Context: an optimization exercise on an open-source flow, tuned for small area. The choices shown serve that exercise and are no tape-out recipe.
Where RTL was checked, it was by simulation tests only, not by an equivalence proof against the original.
Function not checked in run 5: the RTL went through the layout flow alone.
Power figures rest on the tool's default switching activity, not on a simulated workload.

**flow/design.v**
```verilog
module cic3_pdm (
    input  wire        clk,
    input  wire        ce,          
    input  wire        rst,         
    input  wire        pdm_in,      
    output wire [15:0] pcm_out,     
    output wire        pcm_valid    
);
    reg [5:0] decim_counter;
    reg v1, v2, v3, v4;
    reg x1, x2, x3, x4;
    reg d1, d2, d3, d4;
    reg ph, rst_d;
    reg act, ax, adec;           
    reg [9:0] i0a, i0b, i1a, i1b, j2a, j2b, c0a, c0b, sa, sb;
    reg c_i0, c_i1, c_j2, c_s, c_f, j9;
    reg [11:0] h, q3, q2, sample;
    wire clr  = rst | rst_d;
    wire go   = ~ph & (v3 | v4) & ~rst;       
    wire px   = v3 ? x3 : x4;
    wire pd   = v3 ? d3 : d4;
    wire HI   = act & ~rst;                   
    wire P    = go | HI;                      
    wire X    = HI ? ax : px;
    wire D    = HI ? adec : go & pd;         
    wire [9:0] add_i0_b = {{9{P & ~X}}, P & (HI ? ~X : 1'b1)};
    wire [9:0] s_i0, s_i1, s_j2, s_s, s_f;
    wire co_i0, co_i1, co_j2, co_s, co_f;
    rca10 u_i0 (.a(clr ? 10'd0 : i0b),        .b(add_i0_b),
                .ci(HI & c_i0), .s(s_i0), .co(co_i0));
    rca10 u_i1 (.a(clr ? 10'd0 : i1b),        .b(P ? i0b : 10'd0),
                .ci(HI & c_i1), .s(s_i1), .co(co_i1));
    rca10 u_j2 (.a((clr | D) ? 10'd0 : j2b),  .b(P ? i1b : 10'd0),
                .ci(HI & c_j2), .s(s_j2), .co(co_j2));
    rca10 u_s  (.a({j2b[8:0], HI & j9}),      .b(~c0b),
                .ci(HI ? c_s : 1'b1), .s(s_s), .co(co_s));
    rca10 u_f  (.a(j2b),                      .b(~sb),
                .ci(HI ? c_f : 1'b1), .s(s_f), .co(co_f));
    always @(posedge clk) begin
        i0a <= s_i0;  i0b <= i0a;
        i1a <= s_i1;  i1b <= i1a;
        j2a <= s_j2;  j2b <= j2a;
        c0a <= clr ? 10'd0 : D ? j2b : c0b;   c0b <= c0a;
        sa  <= clr ? 10'd0 : D ? s_s : sb;    sb  <= sa;
        c_i0 <= co_i0;
        c_i1 <= co_i1;
        c_j2 <= co_j2;
        c_s  <= co_s;
        c_f  <= co_f;
        j9   <= j2b[9];
        rst_d <= rst;
        x1 <= pdm_in;
        x2 <= x1;
        x3 <= x2;
        x4 <= x3;
        d1 <= &decim_counter;
        d2 <= d1;
        d3 <= d2;
        d4 <= d3;
        ax <= px;
        adec <= pd;
        if (rst) begin
            decim_counter <= 0;
            v1 <= 0; v2 <= 0; v3 <= 0; v4 <= 0;
            ph <= 0;
            act <= 0;
            h <= 0;
            q3 <= 0;
            q2 <= 0;
            sample <= 0;
        end else begin
            if (ce)
                decim_counter <= decim_counter + 1'b1;
            v1 <= ce;
            v2 <= v1;
            v3 <= v2;
            v4 <= v3;
            ph <= ~ph;
            act <= go;
            if (D & ~HI)
                h[1:0] <= s_f[9:8];
            if (D & HI)
                h[11:2] <= s_f;
            if (v3 & d3) begin
                sample <= q2;
                q2 <= q3;
                q3 <= h;
            end
        end
    end
    assign pcm_out = {{4{sample[11]}}, sample};
    assign pcm_valid = v4 & d4;
endmodule
module rca10 (
    input  wire [9:0] a,
    input  wire [9:0] b,
    input  wire       ci,
    output wire [9:0] s,
    output wire       co
);
    wire [10:0] c;
    assign c[0] = ci;
    genvar k;
    generate
        for (k = 0; k < 10; k = k + 1) begin : g
            assign s[k] = a[k] ^ b[k] ^ c[k];
            assign c[k+1] = (a[k] & b[k]) | (c[k] & (a[k] ^ b[k]));
        end
    endgenerate
    assign co = c[10];
endmodule
`default_nettype none
module pdm_mic (
    input wire clk,
    input wire rst,
    input wire enable,
    input wire [15:0] period,
    input wire pdm_data_in,
    output wire pdm_clk_out,
    output wire [15:0] pcm_sample,
    output wire pcm_valid
);
    reg [14:0] pdm_counter;
    reg pdm_clk;
    wire wrap = (pdm_counter >= period[15:1]);
    wire pdm_tick = !rst && enable && wrap && !pdm_clk;
    always @(posedge clk) begin
        if (rst || !enable) begin
            pdm_counter <= 0;
            pdm_clk <= 0;
        end else if (wrap) begin
            pdm_counter <= 0;
            pdm_clk <= ~pdm_clk;
        end else begin
            pdm_counter <= pdm_counter + 1'b1;
        end
    end
    assign pdm_clk_out = enable & pdm_clk;
    cic3_pdm cic (
        .clk(clk),
        .ce(pdm_tick),
        .rst(rst),
        .pdm_in(pdm_data_in),
        .pcm_out(pcm_sample),
        .pcm_valid(pcm_valid)
    );
endmodule
`default_nettype wire
```
**flow/run.sh**
```bash
#!/bin/bash
# synth_recipe.tcl (not shown) runs the flow's synth.tcl, then flattens the netlist and writes it again
# the make line also repeats each setting of config.mk as NAME=value (left out here)
make -C /OpenROAD-flow-scripts/flow DESIGN_CONFIG=/design/flow/config.mk WORK_HOME=/design/flow/orfs CLKGATE_MAP_FILE= SYNTH_SCRIPT=/design/flow/synth_recipe.tcl finish
```
**flow/config.mk**
```make
export PLATFORM = sky130hd
export DESIGN_NAME = pdm_mic
export DESIGN_NICKNAME = pdm_mic
export VERILOG_FILES = /design/flow/design.v
export SDC_FILE = /design/flow/constraint.sdc
export NUM_CORES = 4
export LEC_CHECK = 0
export CAP_MARGIN = 20
export CORE_MARGIN = 2
export CORE_UTILIZATION = 40
export CTS_BUF_LIST = sky130_fd_sc_hd__clkbuf_8
export SLEW_MARGIN = 20
```
**flow/constraint.sdc**
```tcl
create_clock -name core_clock -period 10.0 [get_ports {clk}]
set_input_delay 2.0000 -clock core_clock [delete_from_list [all_inputs] [get_ports {clk}]]
set_output_delay 2.0000 -clock core_clock [all_outputs]
set_load 0.01 [all_outputs]
```
==> results of run 1 <==
[stage by stage]
stage	hold slack, ns	worst slack (ns)	instance area [um2]
detailed placement	0.312	1.77	7930
global placement	0.310	1.89	7930
global route	0.327	1.79	8380
floorplan	0.310	2.81	7450
CTS	0.327	2.29	8380
finish	0.325	2.30	8380
[cells by family (layout without fill, tap and decap cells)]
family	after synthesis	after routing	share of synthesized area, %
fa+ha+maj	67	67	16.3
compound gates	92	92	7.52
xor+xnor	13	13	1.53
flops	193	193	51.9
simple gates	258	258	16.0
mux	9	9	1.36
buf+inv	94	128	5.41
[layer usage]
metal	up-vias	wire, um
met2	55	5740
li1	2336	-
met4	0	167
met5	-	0
met3	14	410
met1	2186	5710
[state kept, by name, summed over array words and instances, names as in the netlist, 10 cells and up]
| register | cells |
|---|---|
| cic.c0a | 10 |
| cic.c0b | 10 |
| cic.h | 12 |
| cic.i0a | 10 |
| cic.i0b | 10 |
| cic.i1a | 10 |
| cic.i1b | 10 |
| cic.j2a | 10 |
| cic.j2b | 10 |
| cic.q2 | 12 |
| cic.q3 | 12 |
| cic.sa | 10 |
| cic.sample | 12 |
| cic.sb | 10 |
| pdm_counter | 15 |
[power breakdown]
part / switching (mW) / internal [mW]
registers: 0.000923 / 0.770
logic: 0.0142 / 0.0109
clock network: 0.262 / 0.295
total: 0.277 / 1.08
[layout by cell type, fill, tap and decap left out, types with 6 or more instances in the layout]
cell / n
and3_1: 8
nor2_1: 43
nand2_1: 132
clkdlybuf4s50_1: 35
nand3_1: 10
dfxtp_1: 193
xor2_1: 7
clkbuf_8: 17
a211oi_1: 16
ha_1: 17
xnor2_1: 6
nor2b_1: 11
fa_1: 50
inv_1: 59
nor3_1: 7
and2_1: 26
a21oi_1: 60
nand2b_1: 7
[worst max-delay path, delay by kind of cell]
kind            cells  cell delay, ns
fa+ha+maj           9            3.44
buf+inv             4            1.45
compound gates      2            0.94
simple gates        1            0.20
[area by class of cell]
| cell class | count | share of cell area, % |
|---|---|---|
| Sequential cell | 193 | 46.1 |
| Multi-Input combinational cell | 439 | 38.0 |
| Timing Repair Buffer | 39 | 4.51 |
| Tap cell | 229 | 3.42 |
| Clock buffer | 17 | 2.79 |
| Inverter | 59 | 2.64 |
| Clock inverter | 13 | 2.52 |
[path summary, 6_finish.rpt]
path | from | end | slack, ns | cells after the start
setup / recovery | rst | cic.i0a[9]$_DFF_P_ | 2.30 | 16
hold reg to reg | cic.d1$_DFF_P_ | cic.d2$_DFF_P_ | 0.32 | 0
setup reg to reg | cic.v3$_SDFF_PP0_ | cic.i0a[9]$_DFF_P_ | 3.86 | 16
hold / removal | cic.d1$_DFF_P_ | cic.d2$_DFF_P_ | 0.32 | 0
==> run summary, run 1 <==
- The biggest area consumer among synthesized cells is dfxtp_1.
- The met1 capacity usage during global routing is 17.1%.
- The peak supply drop is 0.102 mV.
- The clock latency on the worst-skew pair is 0.46 ns.
- The width of the die is 140 um.
- The register cell area after layout is 0.00386 mm2.
- The count of unresolved DRC violations after routing is 0.
- The via-per-instance ratio is 4.64.
- The residual overflow from global routing is 0.
- The max-slew violation count is 0.
- Across the routed clock network, the largest skew measured is 0.0112 ns.
- The final hold violation count is 0.
- Power spread over the standard cell area amounts to 161 mW/mm2.
- The count of buffers added on input and output ports is 36.
- The maximum operating frequency is 130 MHz.
- Setup repair after global routing left no endpoint under its margin.
- Of the cells placed in the final design, the portion with a size suffix greater than 1 is 6.32%.
- The type of the worst setup path is in -> reg.
- The via count of the first global-routing pass is 4694.
- The overall routed net length is 12000 um.
- The total power of the final layout is 1.35 mW.
- The primary flip-flop cell chosen by synthesis mapping is dfxtp_1.
- At the pin with the least slew margin, the transition time is 0.691 ns.
- The met2 routing resource usage after global routing is 21.7%.
- The hold-fix buffer count after cts is 0.
- The maximum buffer depth of the clock tree is 2.
- Of all flip-flops after synthesis, the portion carrying an async set or reset was 0%.
- From synthesis to final layout, the design area changed by 12.5%.
- The die covers 0.0197 mm2.
- Counting the buffers created by CTS gives 17.
- The filler cell count is 1707.
- The number of warnings issued by yosys is 2.
- The analysis attributes to cell leakage a power of 3.21 nW.
- At the worst endpoint, the arrival time is 8.05 ns.
- Synthesis produced 726 cells.
- The part of the Yosys area used for sequential elements is 51.9%.
- Entering global routing, the biggest net connects 43 pins.
- The number of antenna violations at the first check in global routing came to 0.
- 0 antenna diodes ended up in the layout.
- The commonest cells after synthesis are dfxtp_1 (193), nand2_1 (133), a21oi_1 (60), inv_1 (59), fa_1 (50).
- The required time at the worst-slack endpoint is 10.35 ns.
- In the post-synthesis netlist, the biggest area contributors are dfxtp_1 (52%), fa_1 (13%), nand2_1 (6.7%).
- In the finished design, the share of the clock period the worst path needs comes to 77.0%.
- The flow ran to the end and the layout has no timing, DRC or antenna violations.
- The mean area per synthesized cell is 10.3 um2.
- Routability-driven placement finished with a final weighted congestion of 0.758.
- For this block, the initial DRC count from the detailed router was 164.
- The synthesized design devotes to its leading area cell type 51.9% of total area.
- The worst setup path is captured at a flip-flop.
- The root buffer cell is clkbuf_8.
- The number of gates resized after CTS was 0.
- The flip-flop and latch count after synthesis is 193.
- After detailed routing, the average wire length per cell comes to 12.2 um.
- The setup fix buffers added after clock tree synthesis is 0.
- During I/O placement, the number of pins put on the boundary was 38.
- Measured against its own limit, the worst slew margin works out to 53.9%.
- The number of nets in the synthesized netlist is 813.
- The signal on the critical path passes through buf_2, buf_4, nor2_1, a21boi_0, a21boi_0, inv_1, fa_1, fa_1, fa_1, fa_1, fa_1, fa_1, fa_1, inv_1, fa_1, fa_1.
- By instance count, the leading cell after synthesis is dfxtp_1.
- The largest stage delay on the critical path is 0.60 ns.
- The area used by multi-input combinational logic is 0.00319 mm2.
- The number of cell rows is 49.
- The worst-path cell with the longest stage delay is a21boi_0.
- Excluding fillers, the count of instances in the completed layout stands at 989.
- For this configuration, the core starts out at a cell density of 41.1%.
- The cell that appears most often on the critical path is fa_1.
- The wire-length estimate of the detail-placed layout is 8490 um.
- The core utilization of the finished layout is 46.2%.
- The clock tree from TritonCTS is done.
- The tool flagged a number of max-cap violations equal to 0.
- In this run the cell area of the synthesized design comes to 0.00745 mm2.
- The H-tree depth reported by CTS is 4.
- The largest fanout on the critical path is 42.
- The global-route usage over all layers is 13.2%.
- For the final routed database, the setup TNS stands at 0 ns.
- The tightest min-delay check is of the reg -> reg type.
- The global routing stage identified its most utilized layer as met2.
- The count of nets left with antenna violations after detail routing is 0.
- The fraction of met3 tracks used by global routing is 3.52%.
- The shortest clock period the worst path allows after layout is 7.70 ns.
- The area of the core is 0.0181 mm2.
- Clock-pin slew was measured on the worst setup and hold paths at 0.09 ns.
- The number of enable flip-flop cells after synthesis is 0.
- The final net count is 836.
- Setup violations remaining at the end of the flow were counted as 0.
- The tree built by TritonCTS fans out to 193 sinks.
- Before antenna repair, the detailed router went through 4 iterations.
- The die outline height is 140 um.
- The routed via count is 4591.
- Counting distinct cell types in the post-synthesis netlist gives 43.
- The instance count after placement with tap cells included is 959.
- The worst setup path is launched from an input port.
- The first global-routing pass estimated 21300 um of wire.
==> run 2, diff against run 1 <==
--- a/flow/config.mk
+++ b/flow/config.mk
@@ -9,3 +9,3 @@
 export CORE_MARGIN = 2
-export CORE_UTILIZATION = 40
+export CORE_UTILIZATION = 70
 export CTS_BUF_LIST = sky130_fd_sc_hd__clkbuf_8
==> run 2 against run 1 <==
Compared with the run above: cell count decreased by 9.2%; clock power fell by 13%; setup slack improved by 0.30 ns; critical path depth is the same; highest routed layer unchanged; critical endpoint unchanged; synthesized cell count did not move; largest power group unchanged.
==> run summary, run 2 <==
- The largest fanout on the critical path is 26 (-38%).
- After synthesis, the largest family of logic cells by area is adder cells.
- The HPWL after detailed placement is 8400 um (-1.1%).
- The primary flip-flop cell chosen by synthesis mapping is dfxtp_1.
- The clock tree from TritonCTS is done.
- In the synthesized netlist, the cells that appear most often are dfxtp_1 (193), nand2_1 (133), a21oi_1 (60), inv_1 (59), fa_1 (50).
- The setup slack of the most critical reg-to-reg path came to 3.78 ns (-0.08 ns).
- The I/O pin count was 38 (unchanged).
- The endpoint type of the worst setup path is a flip-flop.
- The signal on the critical path passes through buf_2, a21oi_2, buf_4, a21boi_0, a21boi_0, inv_1, fa_1, fa_1, fa_1, fa_1, fa_1, fa_1, fa_1, inv_1, fa_1, fa_1.
- The unique cell type count in the Yosys netlist came to 43 (unchanged).
- The max-slew violation count is 0 (unchanged).
- The number of flip-flops in the largest register came to 15 (unchanged).
- The number of gates resized after CTS was 0 (unchanged).
- The clock sink total is 193 (unchanged).
- The startpoint identified for the worst hold timing path is cic.sa[9]$_SDFF_PP0_.
- The count of unresolved DRC violations after routing came to 0 (unchanged).
- The root buffer cell is clkbuf_8.
- The peak supply drop is 0.133 mV (+31%).
- The part of the Yosys area used for sequential elements is 51.9% (unchanged).
- The worst-path cell with the longest stage delay is a21boi_0.
- The post-route clock period utilization is 74.0% (-3.0 points).
- The count of antenna diodes in the layout is 0 (unchanged).
- The worst register-to-register path begins at cic.v3$_SDFF_PP0_.
- The largest stage delay on the critical path came to 0.68 ns (+0.08 ns).
- The number of cell rows is 37 (-24%).
- The run finished with no timing, DRC or antenna violations.
- The area of the core was 0.0103 mm2 (-43%).
- The worst-case reg-to-reg path depth is 16 (unchanged).
- The total nets after synthesis is 813 (unchanged).
- The worst slew margin relative to its limit is 48.1% (-5.8 points).
- The required time at the worst-slack endpoint is 10.34 ns (about the same).
- The wire length per cell after detailed routing is 13.7 um (+12%).
- The shortest clock period the worst path allows after layout came to 7.40 ns (-0.300 ns).
- The H-tree depth reported by CTS came to 4 (unchanged).
- The number of warnings issued by yosys is 2 (unchanged).
- The number of optimization iterations in the first detailed-route pass is 5 (+1).
- The maximum operating frequency is 135 MHz (+4.1%).
- The detailed router's first-iteration violation count came to 237 (+45%).
- The area share of the largest cell type after synthesis is 51.9% (unchanged).
- The effective utilization at floorplan is 72.2% (+31 points).
- From synthesis to final layout, the design area changed by 10.1%.
- The static leakage came to 3.21 nW (about the same).
- The weighted congestion reported at the end of routability-driven placement is 0.809 (+6.7%).
- The number of violations of the max-capacitance limit is 0 (unchanged).
- The type of the worst setup path is in -> reg.
- The total negative setup slack is 0 ns (unchanged).
- The critical path startpoint category is an input port.
- Ranked by total cell area, the synthesized netlist is headed by dfxtp_1 (52%), fa_1 (13%), nand2_1 (6.7%).
- The share of cell area taken by muxes after synthesis is 1.36% (unchanged).
- The post-synthesis share of cell area spent on and, or, nand and nor gates is 16.0% (unchanged).
- The number of buffers inserted by port buffering is 36 (unchanged).
- The flip-flop and latch count after synthesis is 193 (unchanged).
- The final net count is 836 (unchanged).
- The via-per-instance ratio was 5.17 (+11%).
- The maximum buffer depth of the clock tree came to 2 (unchanged).
- The number of enable flip-flop cells after synthesis is 0 (unchanged).
- The adder-cell share of the synthesized area is 16.3% (unchanged).
- The cell area after synthesis is 0.00745 mm2 (unchanged).
- The cell occurring most often along the worst timing path is fa_1.
- The arrival time of the worst setup path is 7.74 ns (-0.31 ns).
- The reg-to-reg critical path endpoint is cic.i0a[9]$_DFF_P_.
- Yosys instantiated no cell more often than dfxtp_1.
- The largest net degree at the start of global routing came to 50 (+16%).
- The wire length of the first global-routing pass is 21500 um (+0.91%).
- The worst clock skew on the final layout is 0.0118 ns (+0.000602 ns).
- The number of antenna violations at the first check in global routing is 0 (unchanged).
- The routed via count came to 4639 (+1.0%).
- The path with the worst hold slack has its endpoint at cic.sb[9]$_DFF_P_.
- The hold-fix buffer count after cts is 0 (unchanged).
- The via count of the first global-routing pass is 4750 (+1.2%).
- The most common library cell in the layout ignoring fill and taps is dfxtp_1.
- The proportion of layout cells with a drive suffix above 1 is 6.56% (+0.25 points).
- The register with the highest flop count is pdm_counter.
- Summed over all instances, the cell type with the most area after synthesis is dfxtp_1.
- The actual transition at the worst max-transition pin is 0.771 ns (+0.0794 ns).
- The clock latency on the worst-skew pair is 0.46 ns (about the same).
- The xor and xnor area share after synthesis is 1.53% (unchanged).
- The global-route usage over all layers was 24.1% (+11 points).
- The width of the die came to 107 um (-24%).
- The overall routed net length is 12300 um (+2.1%).
- The die outline height was 107 um (-24%).
- The area fraction in compound gates after synthesis is 7.52% (unchanged).
- In the layout the commonest cells are dfxtp_1 (193), nand2_1 (132), a21oi_1 (60).
- The synthesized instance count was 726 (unchanged).
- The setup fix buffers added after clock tree synthesis came to 0 (unchanged).
- The residual overflow from global routing was 0 (unchanged).
- The mean area per synthesized cell was 10.3 um2 (unchanged).
- The overall die area is 0.0115 mm2 (-42%).
- Setup repair after global routing left no endpoint under its margin.
- The clock-pin slew of the registers on the worst-case setup and hold paths was 0.09 ns (about the same).
- The power per standard cell area came to 156 mW/mm2 (-3.5%).
- The final-report setup violation count is 0 (unchanged).
- The count of nets left with antenna violations after detail routing was 0 (unchanged).
- The final hold violation count is 0 (unchanged).
- The number of buffers inserted during clock tree synthesis came to 17 (unchanged).
- The fraction of registers with async set or reset after synthesis came to 0% (unchanged).
- The worst hold path class is reg -> reg.
- The hold path depth is 0 (unchanged).
- The core utilization of the finished layout was 79.5% (+33 points).
[run 2: changes by cell type in the layout (fill, tap and decap cells not counted)]
cell / previous run / this run
clkinv_2: 1 / 7
clkbuf_8: 17 / 22
bufinv_16: 5 / 1
clkinvlp_4: 4 / 0
inv_6: 1 / 0
[run 2: layer usage]
layer / up-vias / share of wire, % / GRT usage, %
met3: 22 / 2.9 / 6.44
li1: 2344 / - / -
met5: - / 0 / 0
met4: 0 / 1.5 / 7.88
met2: 55 / 49 / 39.2
met1: 2218 / 46 / 31.6
[run 2: worst max path at each step]
stage | start | to | slack (ns) | cells after the start
floorplan | rst | cic.h[11]$_SDFFE_PP0P_ | 2.81 | 16
global placement | rst | cic.h[11]$_SDFFE_PP0P_ | 2.26 | 16
detailed placement | rst | cic.i0a[9]$_DFF_P_ | 2.17 | 16
CTS | rst | cic.i0a[9]$_DFF_P_ | 2.63 | 16
global route | rst | cic.i0a[9]$_DFF_P_ | 2.20 | 16
finish | rst | cic.i0a[9]$_DFF_P_ | 2.60 | 16
[run 2: power by group]
group	total, mW	switching (mW)	internal, mW
sequential	0.771	0.00102	0.770
combinational	0.0248	0.0139	0.0109
clock	0.482	0.254	0.228
[run 2: cell type report]
class                           count  area (um2)
Tap cell                          136         170
Clock buffer                       22         303
Timing Repair Buffer               39         378
Fill cell                         665        2120
Multi-Input combinational cell    439        3190
Sequential cell                   193        3860
Clock inverter                     10        82.6
Inverter                           59         221
[run 2: cells by family after synthesis]
logic type      Yosys count
compound gates           92
mux                       9
fa+ha+maj                67
buf+inv                  94
xor+xnor                 13
flops                   193
simple gates            258
[run 2: through the flow]
step	instances	cell area, um2	worst slack, ns	total power, mW	hold WS [ns]
4_1_cts	898	8200	2.63	1.29	0.328
3_3_place_gp	866	7820	2.26	0.813	0.309
6_report	898	8210	2.60	1.28	0.325
3_5_place_dp	866	7820	2.17	0.814	0.312
5_1_grt	898	8210	2.20	1.32	0.330
2_1_floorplan	726	7450	2.81	0.803	0.310
[run 2: worst max-delay path, delay by kind of cell]
family	cells	cell delay [ns]
adders and majority gates	9	3.54
AOI/OAI and AO/OA	3	1.17
buffers and inverters	4	1.03
==> run 3, diff against run 2 <==
--- a/flow/config.mk
+++ b/flow/config.mk
@@ -10,3 +10,3 @@
 export CORE_UTILIZATION = 70
-export CTS_BUF_LIST = sky130_fd_sc_hd__clkbuf_8
+export CTS_BUF_LIST = sky130_fd_sc_hd__clkbuf_4 sky130_fd_sc_hd__clkbuf_8
 export SLEW_MARGIN = 20
==> run 3 against run 2 <==
Compared with the run above: still clean on timing, DRC and antenna; setup slack did not move; total power is the same; die area stayed put; flip-flop and latch count did not move; sequential share of layout area is the same; clock power about the same; critical path depth unchanged; area after synthesis is the same; cell count stayed put; clock-buffer cell count unchanged; clock skew stayed put; critical path type unchanged.
==> run summary, run 3 <==
- The number of antenna violations at the first check in global routing was 0 (unchanged).
- The flip-flop and latch count after synthesis is 193 (unchanged).
- The number of warnings issued by yosys was 2 (unchanged).
- The worst register-to-register path begins at cic.v3$_SDFF_PP0_.
- The area share of the largest cell type after synthesis came to 51.9% (unchanged).
- The fraction of power spent switching nets is 21.1% (unchanged).
- The setup slack of the most critical reg-to-reg path is 3.78 ns (about the same).
- The fraction of registers with async set or reset after synthesis was 0% (unchanged).
- The largest stage delay on the critical path is 0.68 ns (about the same).
- The total negative setup slack is 0 ns (unchanged).
- The overall die area is 0.0115 mm2 (unchanged).
- By count the netlist is led by dfxtp_1 (193), nand2_1 (133), a21oi_1 (60), inv_1 (59), fa_1 (50).
- The switching power of the nets is 0.269 mW (unchanged).
- The endpoint type of the worst setup path is a flip-flop.
- The cell area after synthesis is 0.00745 mm2 (unchanged).
- The via count of the first global-routing pass was 4750 (unchanged).
- The H-tree depth reported by CTS came to 4 (unchanged).
- The register with the highest flop count is pdm_counter.
- The library cell used most frequently in the layout, excluding fill and tap cells, is dfxtp_1.
- The run finished with no timing, DRC or antenna violations.
- The worst hold path terminates at cic.sb[9]$_DFF_P_.
- The residual overflow from global routing is 0 (unchanged).
- The worst slew margin relative to its limit came to 48.1% (unchanged).
- The power per standard cell area is 156 mW/mm2 (unchanged).
- The maximum buffer depth of the clock tree is 2 (unchanged).
- The worst hold path class is reg -> reg.
- The effective utilization at floorplan is 72.2% (unchanged).
- The routed via count came to 4639 (unchanged).
- The shortest clock period the worst path allows after layout was 7.40 ns (unchanged).
- The cell occurring most often along the worst timing path is fa_1.
- The static leakage came to 3.21 nW (unchanged).
- The detailed router's first-iteration violation count is 237 (unchanged).
- The clock latency on the worst-skew pair is 0.46 ns (about the same).
- The proportion of layout cells with a drive suffix above 1 is 6.56% (unchanged).
- The HPWL after detailed placement was 8400 um (unchanged).
- The area growth from synthesis to layout is 10.1% (unchanged).
- The wire length of the first global-routing pass is 21500 um (unchanged).
- TritonCTS built the clock tree.
- The number of optimization iterations in the first detailed-route pass came to 5 (unchanged).
- Traced cell by cell, the critical path runs through buf_2, a21oi_2, buf_4, a21boi_0, a21boi_0, inv_1, fa_1, fa_1, fa_1, fa_1, fa_1, fa_1, fa_1, inv_1, fa_1, fa_1.
- The final net count is 836 (unchanged).
- The number of enable flip-flop cells after synthesis came to 0 (unchanged).
- The critical path startpoint category is an input port.
- The worst-case reg-to-reg path depth was 16 (unchanged).
- The I/O pin count is 38 (unchanged).
- The area used by multi-input combinational logic is 0.00319 mm2 (unchanged).
- The clock sink total came to 193 (unchanged).
- Sorting the synthesized cells by area gives the leading types as dfxtp_1 (52%), fa_1 (13%), nand2_1 (6.7%).
- The number of flip-flops in the largest register is 15 (unchanged).
- The slowest stage of the critical path is the a21boi_0 cell.
- The total nets after synthesis came to 813 (unchanged).
- The final hold violation count came to 0 (unchanged).
- The post-route clock period utilization was 74.0% (unchanged).
- The setup fix buffers added after clock tree synthesis is 0 (unchanged).
- The slack of the critical path is 2.60 ns (unchanged).
- The relative contribution of the clock network to total power is 37.7% (about the same).
- The part of the total power dissipated in combinational logic is 1.9% (about the same).
- The actual transition at the worst max-transition pin is 0.771 ns (unchanged).
- The number of buffers inserted during clock tree synthesis was 17 (unchanged).
- The worst register-to-register path ends at cic.i0a[9]$_DFF_P_.
- The number of gates resized after CTS was 0 (unchanged).
- The largest fanout on the critical path is 26 (unchanged).
- The synthesized instance count is 726 (unchanged).
- The die outline height is 107 um (unchanged).
- The maximum operating frequency is 135 MHz (unchanged).
- The most common cell in the synthesized netlist is dfxtp_1.
- The portion of total power attributed to sequential cells is 60.3% (about the same).
- The peak supply drop is 0.133 mV (unchanged).
- The tree is rooted in a clkbuf_8.
- The core utilization of the finished layout is 79.5% (unchanged).
- The weighted congestion reported at the end of routability-driven placement is 0.809 (unchanged).
- Setup repair after global routing left no endpoint under its margin.
- The number of cell rows is 37 (unchanged).
- The hold-fix buffer count after cts is 0 (unchanged).
- The startpoint identified for the worst hold timing path is cic.sa[9]$_SDFF_PP0_.
- Of all cell types, the one taking the most synthesized area is dfxtp_1.
- The count of antenna diodes in the layout came to 0 (unchanged).
- The number of buffers inserted by port buffering is 36 (unchanged).
- The wire length per cell after detailed routing came to 13.7 um (unchanged).
- The placement-stage worst setup slack is 2.17 ns (unchanged).
- The register cell area after layout was 0.00386 mm2 (unchanged).
- The global-route usage over all layers was 24.1% (unchanged).
- The unique cell type count in the Yosys netlist was 43 (unchanged).
- The arrival time of the worst setup path is 7.74 ns (about the same).
- The largest net degree at the start of global routing is 50 (unchanged).
- The count of nets left with antenna violations after detail routing is 0 (unchanged).
- The hold path depth is 0 (unchanged).
- The primary flip-flop cell chosen by synthesis mapping is dfxtp_1.
- Leaving out fill and tap cells, the most frequent cells in the layout are dfxtp_1 (193), nand2_1 (132), a21oi_1 (60).
- The total internal power came to 1.01 mW (unchanged).
- The via-per-instance ratio is 5.17 (unchanged).
- The width of the die is 107 um (unchanged).
- The overall routed net length came to 12300 um (unchanged).
- The clock-pin slew of the registers on the worst-case setup and hold paths is 0.09 ns (about the same).
- The area of the core is 0.0103 mm2 (unchanged).
- The filler cell count is 665 (unchanged).
- The final-report setup violation count is 0 (unchanged).
- The number of violations of the max-capacitance limit was 0 (unchanged).
- The max-slew violation count was 0 (unchanged).
- The worst clock skew on the final layout was 0.0118 ns (unchanged).
- The part of the Yosys area used for sequential elements is 51.9% (unchanged).
- The mean area per synthesized cell is 10.3 um2 (unchanged).
- The count of unresolved DRC violations after routing came to 0 (unchanged).
- The type of the worst setup path is in -> reg.
- The required time at the worst-slack endpoint is 10.34 ns (about the same).
==> run 3: cell counts in the layout (fill, tap and decap cells not counted) <==
Identical to the previous run, type by type.
==> run 3: final cells by class <==
cell class / count / share of cell area, %
clock inverters: 10 / 1.01
flip-flops and latches: 193 / 47.1
repair buffers: 39 / 4.61
clock buffers: 22 / 3.69
well taps: 136 / 2.07
inverters: 59 / 2.70
multi-input cells: 439 / 38.8
==> run 3: worst max path at each step <==
stage | from | end | slack (ns) | cells after the start
6_report | rst | cic.i0a[9]$_DFF_P_ | 2.60 | 16
5_1_grt | rst | cic.i0a[9]$_DFF_P_ | 2.20 | 16
4_1_cts | rst | cic.i0a[9]$_DFF_P_ | 2.63 | 16
3_5_place_dp | rst | cic.i0a[9]$_DFF_P_ | 2.17 | 16
3_3_place_gp | rst | cic.h[11]$_SDFFE_PP0P_ | 2.26 | 16
2_1_floorplan | rst | cic.h[11]$_SDFFE_PP0P_ | 2.81 | 16
==> run 3: logic make-up (layout without fill, tap and decap cells) <==
family                   Yosys count  after routing  share of synthesized area, %
adder cells (fa/ha/maj)           67             67                          16.3
AO/OA/AOI/OAI                     92             92                          7.52
XOR/XNOR                          13             13                          1.53
multiplexers                       9              9                          1.36
flip-flops                       193            193                          51.9
AND/OR/NAND/NOR                  258            258                          16.0
buffers and inverters             94            130                          5.41
==> run 3: stage by stage <==
stage                     cells  power (mW)  hold WS (ns)  cell area [um2]
after floorplan             726       0.803         0.310             7450
after global placement      866       0.813         0.309             7820
after detailed placement    866       0.814         0.312             7820
after CTS                   898        1.29         0.328             8200
after global routing        898        1.32         0.330             8210
final                       898        1.28         0.325             8210
==> run 3: critical path, delay by kind of cell <==
kind / cells / cell delay, ns
adders and majority gates: 9 / 3.54
AOI/OAI and AO/OA: 3 / 1.17
buffers and inverters: 4 / 1.03
==> run 3: power by group through the flow <==
stage	Sequential [mW]	Combinational, mW	Clock (mW)
floorplan	0.788	0.0146	0
global placement	0.789	0.0241	0
detailed placement	0.789	0.0248	0
CTS	0.771	0.0251	0.490
global route	0.771	0.0279	0.520
finish	0.771	0.0248	0.482
==> run 3: metal layers <==
metal,vias to the layer above,track usage [%],routed length [um]
met1,2218,31.6,5670
met5,-,0,0
met2,55,39.2,6070
met4,0,7.88,181
li1,2344,-,-
met3,22,6.44,353
==> run 4, diff against run 3 <==
--- a/flow/config.mk
+++ b/flow/config.mk
@@ -9,4 +9,3 @@
 export CORE_MARGIN = 2
-export CORE_UTILIZATION = 70
-export CTS_BUF_LIST = sky130_fd_sc_hd__clkbuf_4 sky130_fd_sc_hd__clkbuf_8
+export CORE_UTILIZATION = 40
 export SLEW_MARGIN = 20
==> run 4 against run 3 <==
Compared with the run above: die area up 72%; first-iteration DRC count down 29%; wire length down 1.4%; global-route usage fell by 11 points; fmax decreased by 4.4%; synthesized cell count is the same; cell count rose by 10%; clock power increased by about 50%; flip-flop and latch count stayed put; setup slack worse by 0.34 ns; largest cell class unchanged.
==> run summary, run 4 <==
- The run finished with no timing, DRC or antenna violations.
- The number of optimization iterations in the first detailed-route pass was 4 (-1).
- The number of gates resized after CTS is 0 (unchanged).
- The root buffer cell is clkbuf_16.
- The shortest clock period the worst path allows after layout is 7.74 ns (+0.340 ns).
- The actual transition at the worst max-transition pin is 0.685 ns (-0.0861 ns).
- The mean area per synthesized cell is 10.3 um2 (unchanged).
- The launch point of the worst path is rst.
- The wire length of the first global-routing pass was 21300 um (-0.52%).
- The worst register-to-register path ends at cic.i0a[9]$_DFF_P_.
- The peak supply drop came to 0.148 mV (+11%).
- The worst clock skew on the final layout is 0.0116 ns (-0.000204 ns).
- The overall routed net length is 12100 um (-1.4%).
- The required time at the worst-slack endpoint is 10.31 ns (-0.03 ns).
- The count of unresolved DRC violations after routing came to 0 (unchanged).
- The largest fanout on the critical path is 42 (+62%).
- The final net count was 836 (unchanged).
- The area share of the largest cell type after synthesis was 51.9% (unchanged).
- The final-report setup violation count came to 0 (unchanged).
- The final hold violation count came to 0 (unchanged).
- The proportion of layout cells with a drive suffix above 1 is 6.32% (-0.25 points).
- The number of antenna violations at the first check in global routing is 0 (unchanged).
- The unique cell type count in the Yosys netlist is 43 (unchanged).
- The placement-stage worst setup slack is 1.77 ns (-0.396 ns).
- The largest stage delay on the critical path was 0.61 ns (-0.07 ns).
- The cell occurring most often along the worst timing path is fa_1.
- The effective utilization at floorplan is 41.1% (-31 points).
- The weighted congestion reported at the end of routability-driven placement is 0.758 (-6.3%).
- The critical path startpoint category is an input port.
- The worst-path cell with the longest stage delay is a21boi_0.
- The number of flip-flops in the largest register came to 15 (unchanged).
- The clock-pin slew of the registers on the worst-case setup and hold paths is 0.07 ns (-0.02 ns).
- The count of nets left with antenna violations after detail routing is 0 (unchanged).
- The slack of the critical path came to 2.26 ns (-0.340 ns).
- The residual overflow from global routing is 0 (unchanged).
- The filler cell count is 1685 (+150%).
- The H-tree depth reported by CTS is 4 (unchanged).
- The library cells used most frequently in the layout, excluding fill and tap cells, are dfxtp_1 (193), nand2_1 (132), a21oi_1 (60).
- The launching point of the worst reg2reg path is cic.v3$_SDFF_PP0_.
- The detailed router's first-iteration violation count came to 169 (-29%).
- The worst setup path is of the in -> reg kind.
- The number of warnings issued by yosys is 2 (unchanged).
- The cell area after synthesis is 0.00745 mm2 (unchanged).
- The count of antenna diodes in the layout was 0 (unchanged).
- The synthesized instance count is 726 (unchanged).
- The setup fix buffers added after clock tree synthesis came to 0 (unchanged).
- The placed standard-cell area came to 0.00793 mm2 (+1.5%).
- The setup slack of the most critical reg-to-reg path was 3.86 ns (+0.08 ns).
- The I/O pin count is 38 (unchanged).
- The HPWL after detailed placement came to 8490 um (+1.1%).
- The worst hold path class is reg -> reg.
- The worst slew margin relative to its limit was 53.9% (+5.8 points).
- The area growth from synthesis to layout is 15.1%.
- The die outline height is 140 um (+31%).
- The maximum buffer depth of the clock tree is 2 (unchanged).
- In the post-synthesis netlist, the biggest area contributors are dfxtp_1 (52%), fa_1 (13%), nand2_1 (6.7%).
- The number of buffers inserted by port buffering is 36 (unchanged).
- The worst setup path is captured at a flip-flop.
- The routed via count is 4593 (-0.99%).
- The number of buffers inserted during clock tree synthesis came to 17 (unchanged).
- The wire length per cell after detailed routing was 12.2 um (-10%).
- The most common library cell in the layout ignoring fill and taps is dfxtp_1.
- The via-per-instance ratio is 4.64 (-10%).
- The flip-flop and latch count after synthesis is 193 (unchanged).
- The global-route usage over all layers is 13.4% (-11 points).
- The clock sink total is 193 (unchanged).
- The largest total area in the synthesized netlist belongs to dfxtp_1.
- The static leakage is 3.30 nW (+2.8%).
- The number of cell rows is 49 (+32%).
- The maximum operating frequency is 129 MHz (-4.4%).
- The primary flip-flop cell chosen by synthesis mapping is dfxtp_1.
- The area of the core is 0.0181 mm2 (+76%).
- The number of violations of the max-capacitance limit is 0 (unchanged).
- The overall die area is 0.0197 mm2 (+72%).
- The clock tree from TritonCTS is done.
- The last element of the critical path is cic.i0a[9]$_DFF_P_.
- The part of the Yosys area used for sequential elements is 51.9% (unchanged).
- The via count of the first global-routing pass is 4691 (-1.2%).
- The hold-fix buffer count after cts is 0 (unchanged).
- The total nets after synthesis is 813 (unchanged).
- The area of all placed cells without fillers was 0.00857 mm2 (+4.5%).
- The post-route clock period utilization is 77.4% (+3.4 points).
- The worst-case reg-to-reg path depth is 16 (unchanged).
- Sorting the synthesized cells by how often they occur yields dfxtp_1 (193), nand2_1 (133), a21oi_1 (60), inv_1 (59), fa_1 (50).
- The clock latency on the worst-skew pair is 0.43 ns (-0.03 ns).
- The most common cell in the synthesized netlist is dfxtp_1.
- The largest net degree at the start of global routing came to 43 (-14%).
- pdm_counter holds more flip-flops than any other register.
- The fraction of registers with async set or reset after synthesis is 0% (unchanged).
- The max-slew violation count is 0 (unchanged).
- Walking the worst path, the cells encountered are buf_2, buf_4, nor2_1, a21boi_0, a21boi_0, inv_1, fa_1, fa_1, fa_1, fa_1, fa_1, fa_1, fa_1, inv_1, fa_1, fa_1.
- The number of enable flip-flop cells after synthesis is 0 (unchanged).
- The width of the die is 140 um (+31%).
- The power per standard cell area is 177 mW/mm2 (+14%).
- Setup repair after global routing left no endpoint under its margin.
- The arrival time of the worst setup path came to 8.05 ns (+0.31 ns).
- The total negative setup slack came to 0 ns (unchanged).
-- run 4: cell counts after synthesis --
No cell type changed its count.
-- run 4: how the worst min path moves through the flow --
stage / startpoint / end / slack [ns] / cells after the start
floorplan: cic.c0a[0]$_SDFF_PP0_ / cic.c0b[0]$_DFF_P_ / 0.31 / 0
global placement: cic.i1a[8]$_DFF_P_ / cic.i1b[8]$_DFF_P_ / 0.31 / 0
detailed placement: cic.c0a[2]$_SDFF_PP0_ / cic.c0b[2]$_DFF_P_ / 0.31 / 0
CTS: cic.i1a[0]$_DFF_P_ / cic.i1b[0]$_DFF_P_ / 0.33 / 0
global route: cic.i1a[0]$_DFF_P_ / cic.i1b[0]$_DFF_P_ / 0.32 / 0
finish: cic.i1a[0]$_DFF_P_ / cic.i1b[0]$_DFF_P_ / 0.32 / 0
-- run 4: layer usage --
metal	up-vias	wire length (um)	GRT usage, %
met3	13	337	3.52
li1	2345	-	-
met4	0	200	5.21
met1	2181	5800	17.1
met5	-	0	0
met2	54	5770	21.7
-- run 4: layout make-up --
type,instances,area [um2],share of cell area [%]
clock buffer,17,425,4.96
clock inverter,13,211,2.47
inverter,59,221,2.58
multi-input combinational,439,3190,37.2
sequential,193,3860,45.1
tap,229,287,3.34
timing repair buffer,39,378,4.41
-- run 4: cell families (layout without fill, tap and decap cells) --
| logic type | count (synthesis) | count (layout) | synth area share, % |
|---|---|---|---|
| buffers and inverters | 94 | 128 | 5.41 |
| xor gates and xnor gates | 13 | 13 | 1.53 |
| DFF | 193 | 193 | 51.9 |
| muxes | 9 | 9 | 1.36 |
| AOI/OAI and AO/OA | 92 | 92 | 7.52 |
| and+or+nand+nor | 258 | 258 | 16.0 |
| adders and majority gates | 67 | 67 | 16.3 |
-- run 4: power by group --
| part | internal, mW | switching [mW] |
|---|---|---|
| combinational | 0.0109 | 0.0143 |
| sequential | 0.770 | 0.000922 |
| clock | 0.441 | 0.282 |
| total | 1.22 | 0.297 |
-- run 4: critical path: cells and delay by family --
family / cells / cell delay [ns]
AOI/OAI and AO/OA: 2 / 0.95
adders and majority gates: 9 / 3.44
buffers and inverters: 4 / 1.44
and+or+nand+nor: 1 / 0.20
-- run 4: per-stage QoR --
step | instances | hold slack (ns) | utilization [%] | power [mW]
2_1_floorplan | 726 | 0.310 | - | 0.803
3_3_place_gp | 959 | 0.310 | 43.7 | 0.813
3_5_place_dp | 959 | 0.312 | 43.7 | 0.814
4_1_cts | 989 | 0.325 | 47.2 | 1.54
5_1_grt | 989 | 0.323 | 47.2 | 1.57
6_report | 989 | 0.321 | 47.2 | 1.52
==> run 5, diff against run 4 <==
--- a/flow/design.v
+++ b/flow/design.v
@@ -14,3 +14,3 @@
     reg act, ax, adec;           
-    reg [9:0] i0a, i0b, i1a, i1b, j2a, j2b, c0a, c0b, sa, sb;
+    reg [9:0] i0a, i0b, i1a, i1b, j2a, j2b, c0a, c0b, nsa, nsb;
     reg c_i0, c_i1, c_j2, c_s, c_f, j9;
@@ -34,5 +34,5 @@
                 .ci(HI & c_j2), .s(s_j2), .co(co_j2));
-    rca10 u_s  (.a({j2b[8:0], HI & j9}),      .b(~c0b),
-                .ci(HI ? c_s : 1'b1), .s(s_s), .co(co_s));
-    rca10 u_f  (.a(j2b),                      .b(~sb),
+    rca10 u_s  (.a(~{j2b[8:0], HI & j9}),     .b(c0b),
+                .ci(HI & c_s), .s(s_s), .co(co_s));
+    rca10 u_f  (.a(j2b),                      .b(nsb),
                 .ci(HI ? c_f : 1'b1), .s(s_f), .co(co_f));
@@ -43,3 +43,3 @@
         c0a <= clr ? 10'd0 : D ? j2b : c0b;   c0b <= c0a;
-        sa  <= clr ? 10'd0 : D ? s_s : sb;    sb  <= sa;
+        nsa <= clr ? 10'h3ff : D ? s_s : nsb; nsb <= nsa;
         c_i0 <= co_i0;
@@ -106,3 +106,3 @@
             assign s[k] = a[k] ^ b[k] ^ c[k];
-            assign c[k+1] = (a[k] & b[k]) | (c[k] & (a[k] ^ b[k]));
+            assign c[k+1] = (a[k] & b[k]) | (a[k] & c[k]) | (b[k] & c[k]);
         end
@@ -124,3 +124,12 @@
     reg pdm_clk;
-    wire wrap = (pdm_counter >= period[15:1]);
+    wire [15:0] ge;
+    assign ge[0] = 1'b1;
+    genvar k;
+    generate
+        for (k = 0; k < 15; k = k + 1) begin : g_cmp
+            assign ge[k+1] = pdm_counter[k] ? (~period[k+1] | ge[k])
+                                            : (~period[k+1] & ge[k]);
+        end
+    endgenerate
+    wire wrap = ge[15];
     wire pdm_tick = !rst && enable && wrap && !pdm_clk;
==> flow/flow/run.sh (new file) <==
#!/bin/bash
# The standard layout (standard.sh), with two changes: the port buffers
# are the smallest buffer cell, and the clock tree uses clkbuf_8 without
# dummy loads. All tool output goes to standard.log here; ORFS keeps its
# per-step logs under orfs/logs.
set -euo pipefail
export BUFFER_PORTS_ARGS="-buffer_cell sky130_fd_sc_hd__buf_1"
export CTS_ARGS="-sink_clustering_enable -repair_clock_nets -buf_list sky130_fd_sc_hd__clkbuf_8 -dont_use_dummy_load"
bash standard.sh > standard.log 2>&1
==> flow/standard.sh (new file) <==
#!/bin/bash
# synth_recipe.tcl (not shown) runs the flow's synth.tcl, then flattens the netlist and writes it again
# the make line also repeats each setting of config.mk as NAME=value (left out here)
make -C /OpenROAD-flow-scripts/flow DESIGN_CONFIG=/design/flow/config.mk WORK_HOME=/design/flow/orfs CLKGATE_MAP_FILE= SYNTH_SCRIPT=/design/flow/synth_recipe.tcl "${@:-finish}"
--- a/flow/config.mk
+++ b/flow/config.mk
@@ -9,3 +9,4 @@
 export CORE_MARGIN = 2
-export CORE_UTILIZATION = 40
+export CORE_UTILIZATION = 70
+export CTS_BUF_LIST = sky130_fd_sc_hd__clkbuf_8
 export SLEW_MARGIN = 20
removed: flow/run.sh
==> run 5 against run 4 <==
Compared with the run above: global-route usage increased by 11 points; non-clock buffer count fell by 1; sequential share of layout area increased by 5.3 points; worst hold slack got worse by 0.0031 ns; core utilization up 28 points; wire length decreased by 3.1%; setup slack got worse by 0.25 ns; critical path depth is 1 lower; clock-buffer cell count unchanged; total power down 24%; flip-flop and latch count unchanged; combinational power decreased by 27%; critical path type unchanged; largest power group unchanged.
==> run summary, run 5 <==
- The largest net degree at the start of global routing came to 53 (+23%).
- Ranked by total cell area, the synthesized netlist is headed by dfxtp_1 (53%), fa_1 (14%), nand2_1 (7.2%).
- The filler cell count is 725 (-57%).
- The I/O pin count was 38 (unchanged).
- The clock-pin slew of the registers on the worst-case setup and hold paths is 0.09 ns (+0.02 ns).
- The clock tree from TritonCTS is done.
- The final-report setup violation count is 0 (unchanged).
- The routed via count is 4528 (-1.4%).
- The wire length per cell after detailed routing was 13.7 um (+12%).
- The wire length of the first global-routing pass is 20900 um (-1.9%).
- The post-route clock period utilization was 79.9% (+2.5 points).
- The endpoint identified for the worst register-to-register timing path is cic.h[11]$_SDFFE_PP0P_.
- The final net count came to 794 (-5.0%).
- The actual transition at the worst max-transition pin is 0.981 ns (+0.296 ns).
- The number of enable flip-flop cells after synthesis is 0 (unchanged).
- The root buffer cell is clkbuf_8.
- The shortest clock period the worst path allows after layout is 7.99 ns (+0.251 ns).
- The via count of the first global-routing pass came to 4635 (-1.2%).
- The placement-stage worst setup slack is 1.48 ns (-0.285 ns).
- The residual overflow from global routing is 0 (unchanged).
- The number of buffers inserted by port buffering was 36 (unchanged).
- The die outline height is 106 um (-25%).
- The global-route usage over all layers came to 23.9% (+11 points).
- The most used flip-flop cell after synthesis is dfxtp_1.
- The count of antenna diodes in the layout is 0 (unchanged).
- The launching point of the worst reg2reg path is cic.act$_SDFF_PP0_.
- The register with the highest flop count is pdm_counter.
- The largest fanout on the critical path is 52 (+24%).
- The path with the worst hold slack has its endpoint at cic.i0b[0]$_DFF_P_.
- The proportion of layout cells with a drive suffix above 1 is 5.69% (-0.62 points).
- The effective utilization at floorplan came to 71.3% (+30 points).
- The via-per-instance ratio is 5.29 (+14%).
- The top cell types in the final layout, fill and taps aside, are dfxtp_1 (193), nand2_1 (138), fa_1 (50).
- The worst setup path is captured at a flip-flop.
- The static leakage is 3.07 nW (-6.9%).
- The setup slack of the most critical reg-to-reg path is 3.87 ns (about the same).
- The hold path depth is 0 (unchanged).
- The startpoint of the most critical hold path is cic.i0a[0]$_DFF_P_.
- The worst slew margin relative to its limit is 34.6% (-19 points).
- The HPWL after detailed placement was 8220 um (-3.1%).
- The fraction of met3 tracks used by global routing came to 6.43% (+2.9 points).
- The H-tree depth reported by CTS came to 4 (unchanged).
- The power per standard cell area came to 151 mW/mm2 (-15%).
- The arrival time of the worst setup path is 8.34 ns (+0.29 ns).
- The met1 capacity usage during global routing is 30.8% (+14 points).
- The register cell area after layout is 0.00386 mm2 (unchanged).
- The count of unresolved DRC violations after routing is 0 (unchanged).
- The required time at the worst-slack endpoint is 10.35 ns (+0.04 ns).
- The worst hold path class is reg -> reg.
- The maximum operating frequency is 125 MHz (-3.1%).
- The area of the core is 0.0102 mm2 (-44%).
- The worst-case reg-to-reg path depth is 14 (-2).
- The number of warnings issued by yosys was 2 (unchanged).
- The number of buffers inserted during clock tree synthesis is 17 (unchanged).
- The number of cell rows was 37 (-24%).
- The number of antenna violations at the first check in global routing is 0 (unchanged).
- The critical path startpoint category is an input port.
- The number of violations of the max-capacitance limit is 0 (unchanged).
- The number of flip-flops in the largest register is 15 (unchanged).
- The overall routed net length was 11700 um (-3.1%).
- The mean area per synthesized cell is 10.4 um2 (+1.7%).
- The final hold violation count is 0 (unchanged).
- The flow ran to the end and the layout has no timing, DRC or antenna violations.
- The part of the Yosys area used for sequential elements was 53.2% (+1.3 points).
- The fraction of registers with async set or reset after synthesis came to 0% (unchanged).
- The met2 routing resource usage after global routing is 38.8% (+17 points).
- The area used by multi-input combinational logic is 0.00309 mm2 (-3.0%).
- The area share of the largest cell type after synthesis is 53.2% (+1.3 points).
- The number of optimization iterations in the first detailed-route pass is 7 (+3).
- Leaving out fill and tap cells, the most frequent cell in the layout is dfxtp_1.
- The unique cell type count in the Yosys netlist is 55 (+28%).
- The layer flagged by global routing as most heavily used is met2.
- The overall die area is 0.0112 mm2 (-43%).
- The largest total area in the synthesized netlist belongs to dfxtp_1.
- The setup fix buffers added after clock tree synthesis was 0 (unchanged).
- Setup repair after global routing left no endpoint under its margin.
- The total nets after synthesis is 768 (-5.5%).
- The number of gates resized after CTS is 0 (unchanged).
- The maximum buffer depth of the clock tree is 2 (unchanged).
- The clock sink total came to 193 (unchanged).
- The synthesized instance count is 696 (-4.1%).
- The clock latency on the worst-skew pair is 0.45 ns (+0.02 ns).
- The flip-flop and latch count after synthesis is 193 (unchanged).
- The count of nets left with antenna violations after detail routing is 0 (unchanged).
- The worst clock skew on the final layout is 0.0192 ns (+0.00762 ns).
- The total negative setup slack is 0 ns (unchanged).
- The hold-fix buffer count after cts is 0 (unchanged).
- The peak supply drop is 0.140 mV (-5.8%).
- Compared with the post-synthesis result, the final layout area differs by 5.76%.
- The commonest cells after synthesis are dfxtp_1 (193), nand2_1 (139), fa_1 (50), a21oi_1 (46), inv_1 (45).
- The most common cell in the synthesized netlist is dfxtp_1.
- The detailed router's first-iteration violation count is 248 (+47%).
- The width of the die is 106 um (-25%).
- The slack of the critical path is 2.01 ns (-0.251 ns).
- The max-slew violation count is 0 (unchanged).
- The weighted congestion reported at the end of routability-driven placement is 0.765 (+0.83%).
- The critical path is of the in -> reg type.
- The cell area after synthesis is 0.00726 mm2 (-2.5%).
-- run 5: cell count changes in the layout (fill, tap and decap cells not counted), moves of 17 or more --
cell             previous run  this run
buf_1                       0        35
clkbuf_16                  17         0
clkdlybuf4s50_1            35         0
clkbuf_8                    0        17
nor2_1                     43        23
-- run 5: power by group --
group          leakage [nW]  total, mW  switching, mW  internal [mW]
clock                 0.122      0.370          0.220          0.150
combinational          1.39     0.0185         0.0129        0.00561
sequential             1.56      0.771        0.00102          0.770
-- run 5: logic make-up (layout without fill, tap and decap cells) --
| kind of cell | after synthesis | in the layout | synth area share [%] |
|---|---|---|---|
| multiplexers | 5 | 5 | 0.775 |
| buffers and inverters | 76 | 100 | 4.31 |
| XOR/XNOR | 13 | 13 | 1.57 |
| AND/OR/NAND/NOR | 272 | 272 | 18.0 |
| AO/OA/AOI/OAI | 83 | 83 | 7.69 |
| flip-flops | 193 | 193 | 53.2 |
| adder cells (fa/ha/maj) | 54 | 54 | 14.4 |
-- run 5: worst max path at each step --
stage | start | endpoint | slack, ns | depth (start not counted)
finish | rst | cic.h[11]$_SDFFE_PP0P_ | 2.01 | 15
global placement | rst | cic.h[1]$_SDFFE_PP0P_ | 1.67 | 15
global route | rst | cic.h[11]$_SDFFE_PP0P_ | 1.69 | 15
CTS | rst | cic.h[11]$_SDFFE_PP0P_ | 1.96 | 15
detailed placement | rst | cic.h[11]$_SDFFE_PP0P_ | 1.48 | 15
floorplan | rst | cic.h[11]$_SDFFE_PP0P_ | 2.84 | 15
-- run 5: area by class of cell --
type                            instances  area share [%]
Inverter                               45            2.20
Timing Repair Buffer                   38            1.97
Tap cell                              136            2.22
Sequential cell                       193            50.3
Clock buffer                           17            3.05
Multi-Input combinational cell        427            40.2
-- run 5: worst max-delay path: stages --
cell      delay [ns]
clkbuf_2        0.52
nor2b_1         0.69
nand2b_1        0.19
fa_1            0.49
fa_1            0.48
fa_1            0.47
fa_1            0.46
fa_1            0.46
fa_1            0.46
fa_1            0.46
fa_1            0.46
fa_1            0.42
inv_1           0.09
fa_1            0.43
a211oi_1        0.23
-- run 5: through the flow --
step           cells  hold slack, ns  cell area (um2)  power, mW  util (%)
2_1_floorplan    696           0.310             7260      0.801         -
3_3_place_gp     839           0.310             7440      0.807      73.1
3_5_place_dp     839           0.312             7440      0.808      73.1
4_1_cts          856           0.317             7670       1.17      75.4
5_1_grt          856           0.333             7680       1.20      75.4
6_report         856           0.318             7680       1.16      75.4
-- run 5: metal layers --
| metal | share of wire, % | wire length (um) |
|---|---|---|
| met5 | 0 | 0 |
| met2 | 50 | 5880 |
| met1 | 45 | 5260 |
| met4 | 1.7 | 199 |
| met3 | 3.3 | 391 |
==> run 6, diff against run 5 <==
--- a/flow/design.v
+++ b/flow/design.v
@@ -11,3 +11,5 @@
     reg x1, x2, x3, x4;
-    reg d1, d2, d3, d4;
+    wire c_lo = ~|decim_counter[5:1];
+    wire d3 = c_lo & (decim_counter[0] == v1);
+    wire d4 = c_lo & (decim_counter[0] == (v1 | v2));
     reg ph, rst_d;
@@ -17,2 +19,3 @@
     reg [11:0] h, q3, q2, sample;
+    reg [1:0] nd;
     wire clr  = rst | rst_d;
@@ -55,6 +58,2 @@
         x4 <= x3;
-        d1 <= &decim_counter;
-        d2 <= d1;
-        d3 <= d2;
-        d4 <= d3;
         ax <= px;
@@ -66,5 +65,3 @@
             act <= 0;
-            h <= 0;
-            q3 <= 0;
-            q2 <= 0;
+            nd <= 0;
             sample <= 0;
@@ -79,11 +76,15 @@
             act <= go;
-            if (D & ~HI)
-                h[1:0] <= s_f[9:8];
-            if (D & HI)
-                h[11:2] <= s_f;
             if (v3 & d3) begin
-                sample <= q2;
-                q2 <= q3;
-                q3 <= h;
+                sample <= (&nd) ? q2 : 12'd0;
+                if (~&nd)
+                    nd <= nd + 1'b1;
             end
+        end
+        if (D & ~HI)
+            h[1:0] <= s_f[9:8];
+        if (D & HI)
+            h[11:2] <= s_f;
+        if (v3 & d3) begin
+            q2 <= q3;
+            q3 <= h;
         end
==> run 6 against run 5 <==
Compared with the run above: still clean; worst hold slack lost 0.013 ns; clock-buffer cell count unchanged; design area shrank 0.31%; via count is 9.7% lower.
==> run summary, run 6 <==
- The run finished with no timing, DRC or antenna violations.
- The worst clock skew on the final layout is 0.0283 ns (+0.00904 ns).
- The HPWL after detailed placement came to 7490 um (-9.0%).
- The residual overflow from global routing is 0 (unchanged).
- TritonCTS built the clock tree.
- The final hold violation count is 0 (unchanged).
- The worst hold path class is reg -> reg.
- The cell area after synthesis came to 0.00721 mm2 (-0.74%).
- The number of flip-flops in the largest register is 15 (unchanged).
- The routed via count is 4087 (-9.7%).
- Of all cell types, the one taking the most synthesized area is dfxtp_1.
- The total negative setup slack is 0 ns (unchanged).
- The shortest clock period the worst path allows after layout was 7.29 ns (-0.702 ns).
- The count of antenna diodes in the layout was 0 (unchanged).
- The maximum buffer depth of the clock tree is 2 (unchanged).
- The detailed router's first-iteration violation count is 168 (-32%).
- The mean area per synthesized cell is 11.8 um2 (+13%).
- The largest fanout on the critical path is 25 (-52%).
- The type of the worst setup path is in -> reg.
- The fraction of registers with async set or reset after synthesis is 0% (unchanged).
- The endpoint type of the worst setup path is a flip-flop.
- The maximum operating frequency was 137 MHz (+9.6%).
- The proportion of layout cells with a drive suffix above 1 came to 4.66% (-1.0 points).
- Setup repair after global routing left no endpoint under its margin.
- The arrival time of the worst setup path came to 7.59 ns (-0.75 ns).
- The die outline height is 105 um (-0.36%).
- The area of all placed cells without fillers is 0.00765 mm2 (-0.31%).
- The width of the die came to 105 um (-0.36%).
- The number of optimization iterations in the first detailed-route pass was 6 (-1).
- The number of gates resized after CTS came to 0 (unchanged).
- The final net count came to 719 (-9.4%).
- The unique cell type count in the Yosys netlist is 50 (-9.1%).
- The count of unresolved DRC violations after routing came to 0 (unchanged).
- The register cell area after layout is 0.00418 mm2 (+8.3%).
- In the synthesized netlist the dominant register cell turns out to be dfxtp_1.
- The final-report setup violation count is 0 (unchanged).
- The number of violations of the max-capacitance limit was 0 (unchanged).
- The commonest cells after synthesis are dfxtp_1 (155), and2_1 (56), fa_1 (50), inv_1 (50), nor2_1 (44).
- The cell sitting at the root of the clock tree is a clkbuf_8.
- The clock sink total came to 191 (-1.0%).
- Yosys attributes the largest share of cell area to dfxtp_1 (43%), edfxtp_1 (15%), fa_1 (14%).
- The global-route usage over all layers is 21.9% (-2.0 points).
- The area share of the largest cell type after synthesis is 43.1% (-10 points).
- The placed standard-cell area is 0.00742 mm2 (-0.27%).
- The via count of the first global-routing pass is 4042 (-13%).
- The worst slew margin relative to its limit is 53.8% (+19 points).
- The hold path depth came to 0 (unchanged).
- The count of nets left with antenna violations after detail routing came to 0 (unchanged).
- The post-route clock period utilization came to 72.9% (-7.0 points).
- The max-slew violation count came to 0 (unchanged).
- The clock-pin slew of the registers on the worst-case setup and hold paths is 0.07 ns (-0.02 ns).
- The worst-case reg-to-reg path depth is 20 (+6).
- In the layout the commonest cells are dfxtp_1 (155), and2_1 (56), fa_1 (50).
- The area growth from synthesis to layout is 6.22%.
- The static leakage is 3.00 nW (-2.2%).
- The register with the most flip-flops in the final layout is pdm_counter.
- The setup fix buffers added after clock tree synthesis was 0 (unchanged).
- The weighted congestion reported at the end of routability-driven placement is 0.809 (+5.8%).
- The peak supply drop is 0.111 mV (-20%).
- The power per standard cell area was 152 mW/mm2 (+0.37%).
- The area used by multi-input combinational logic came to 0.00271 mm2 (-12%).
- The number of warnings issued by yosys is 2 (unchanged).
- The largest net degree at the start of global routing is 37 (-30%).
- The overall routed net length is 10700 um (-8.5%).
- The wire length per cell after detailed routing is 13.8 um (+0.41%).
- The filler cell count is 670 (-7.6%).
- The area of the core is 0.0101 mm2 (-0.45%).
- The number of buffers inserted during clock tree synthesis is 17 (unchanged).
- The most common cell in the synthesized netlist is dfxtp_1.
- The part of the Yosys area used for sequential elements was 58.1% (+4.8 points).
- The actual transition at the worst max-transition pin came to 0.691 ns (-0.290 ns).
- Leaving out fill and tap cells, the most frequent cell in the layout is dfxtp_1.
- The synthesized instance count is 610 (-12%).
- The critical path startpoint category is an input port.
- The hold-fix buffer count after cts is 0 (unchanged).
- The required time at the worst-slack endpoint is 10.30 ns (-0.05 ns).
- The via-per-instance ratio came to 5.24 (-0.94%).
- The overall die area is 0.0111 mm2 (-0.72%).
- The I/O pin count is 38 (unchanged).
- The H-tree depth reported by CTS is 4 (unchanged).
- The clock latency on the worst-skew pair is 0.44 ns (about the same).
- The effective utilization at floorplan is 71.1% (-0.21 points).
- The flip-flop and latch count after synthesis is 191 (-1.0%).
- The wire length of the first global-routing pass came to 18800 um (-10%).
- The number of enable flip-flop cells after synthesis came to 36 (+36).
- The number of antenna violations at the first check in global routing came to 0 (unchanged).
- The number of buffers inserted by port buffering is 36 (unchanged).
- The number of cell rows is 37 (unchanged).
- The total nets after synthesis is 683 (-11%).
## run 6: cell types whose count changed after synthesis, sizes merged, moves of 15 or more
cell / previous run / this run
dfxtp: 193 / 155
nor2: 29 / 44
nand2: 139 / 38
edfxtp: 0 / 36
a21oi: 46 / 25
## run 6: metrics by stage
stage | power (mW) | instances | hold WS, ns | util (%) | worst slack, ns
finish | 1.16 | 780 | 0.305 | 75.5 | 2.71
global route | 1.20 | 780 | 0.316 | 75.5 | 2.41
CTS | 1.17 | 780 | 0.301 | 75.5 | 2.69
detailed placement | 0.816 | 763 | 0.312 | 73.2 | 2.23
global placement | 0.816 | 763 | 0.310 | 73.2 | 2.27
floorplan | 0.810 | 610 | 0.310 | - | 2.92
## run 6: per-layer routing
| metal | part of all wire [%] | vias to the layer above | global-route usage (%) | wire length [um] |
|---|---|---|---|---|
| li1 | - | 2038 | - | - |
| met3 | 3.3 | 22 | 5.26 | 351 |
| met1 | 48 | 1955 | 29.7 | 5110 |
| met5 | 0 | - | 0 | 0 |
| met4 | 2.0 | 0 | 9.33 | 218 |
| met2 | 47 | 72 | 34.1 | 5060 |
## run 6: power breakdown
part | internal, mW | leakage (nW) | switching [mW]
clock network | 0.151 | 0.122 | 0.211
registers | 0.782 | 1.58 | 0.000963
logic | 0.00535 | 1.30 | 0.0105
## run 6: final cells by class
cell class              instances  area share [%]
repair buffers                 41            2.26
well taps                     136            2.22
flip-flops and latches        191            54.7
clock buffers                  17            3.06
inverters                      50            2.45
multi-input cells             345            35.4
## run 6: cell families after synthesis
logic type / after synthesis / share of synthesized area [%]
AND/OR/NAND/NOR: 209 / 14.9
flip-flops: 191 / 58.1
buffers and inverters: 74 / 4.39
AO/OA/AOI/OAI: 61 / 5.42
adder cells (fa/ha/maj): 53 / 14.4
XOR/XNOR: 16 / 1.94
multiplexers: 6 / 0.868
## run 6: final timing paths
| path | start | end | slack, ns |
|---|---|---|---|
| setup / recovery | rst | cic.h[11]$_DFFE_PP_ | 2.71 |
| hold / removal | cic.i0a[2]$_DFF_P_ | cic.i0b[2]$_DFF_P_ | 0.31 |
| setup reg to reg | cic.decim_counter[0]$_SDFFE_PP0P_ | cic.j2a[9]$_DFF_P_ | 4.08 |
| hold reg to reg | cic.i0a[2]$_DFF_P_ | cic.i0b[2]$_DFF_P_ | 0.31 |
## run 6: worst max-delay path, stage by stage
cell	delay [ns]
buf_1	0.07
buf_4	0.21
nor2b_1	0.42
nand2b_1	0.15
fa_1	0.46
fa_1	0.47
fa_1	0.46
fa_1	0.46
fa_1	0.46
fa_1	0.46
fa_1	0.46
fa_1	0.47
fa_1	0.44
inv_1	0.10
fa_1	0.42
inv_1	0.09

-- static timing again, ports no longer ideal --
How much do the figures lean on ideal ports? The routed layouts below were timed once more, with nothing changed but the port constraints. Step 1: set_driving_cell puts a clkbuf_16 on clk and a buf_2 on each other input, an assumption about the parent block. Step 2 moves the port delays by t, midway between the first and last clock arrival at a register: inputs arrive t later, outputs are due t later. That takes back most of the time a late clock gives input paths. Three values: ideal ports, drivers, drivers and shift; two values: the first two.
| run | t, ns | setup WS [ns] | worst slew at a driven data input, ns |
|---|---|---|---|
| run 1 | 0.488 | 2.297 / 2.297 / 1.809 | 0.04 |
| run 2 | 0.492 | 2.598 / 2.611 / 2.119 | 0.03 |
| run 3 | 0.492 | 2.598 / 2.611 / 2.119 | 0.03 |
| run 4 | 0.465 | 2.257 / 2.264 / 1.799 | 0.04 |
| run 5 | 0.479 | 2.006 / 2.009 / 1.530 | 0.04 |
| run 6 | 0.463 | 2.708 / 2.725 / 2.262 | 0.03 |
After both steps setup and hold are still met in every run listed. The setup slack of run 1, which loses most, moves by 0.000 ns with the drivers and by -0.488 ns with both steps.
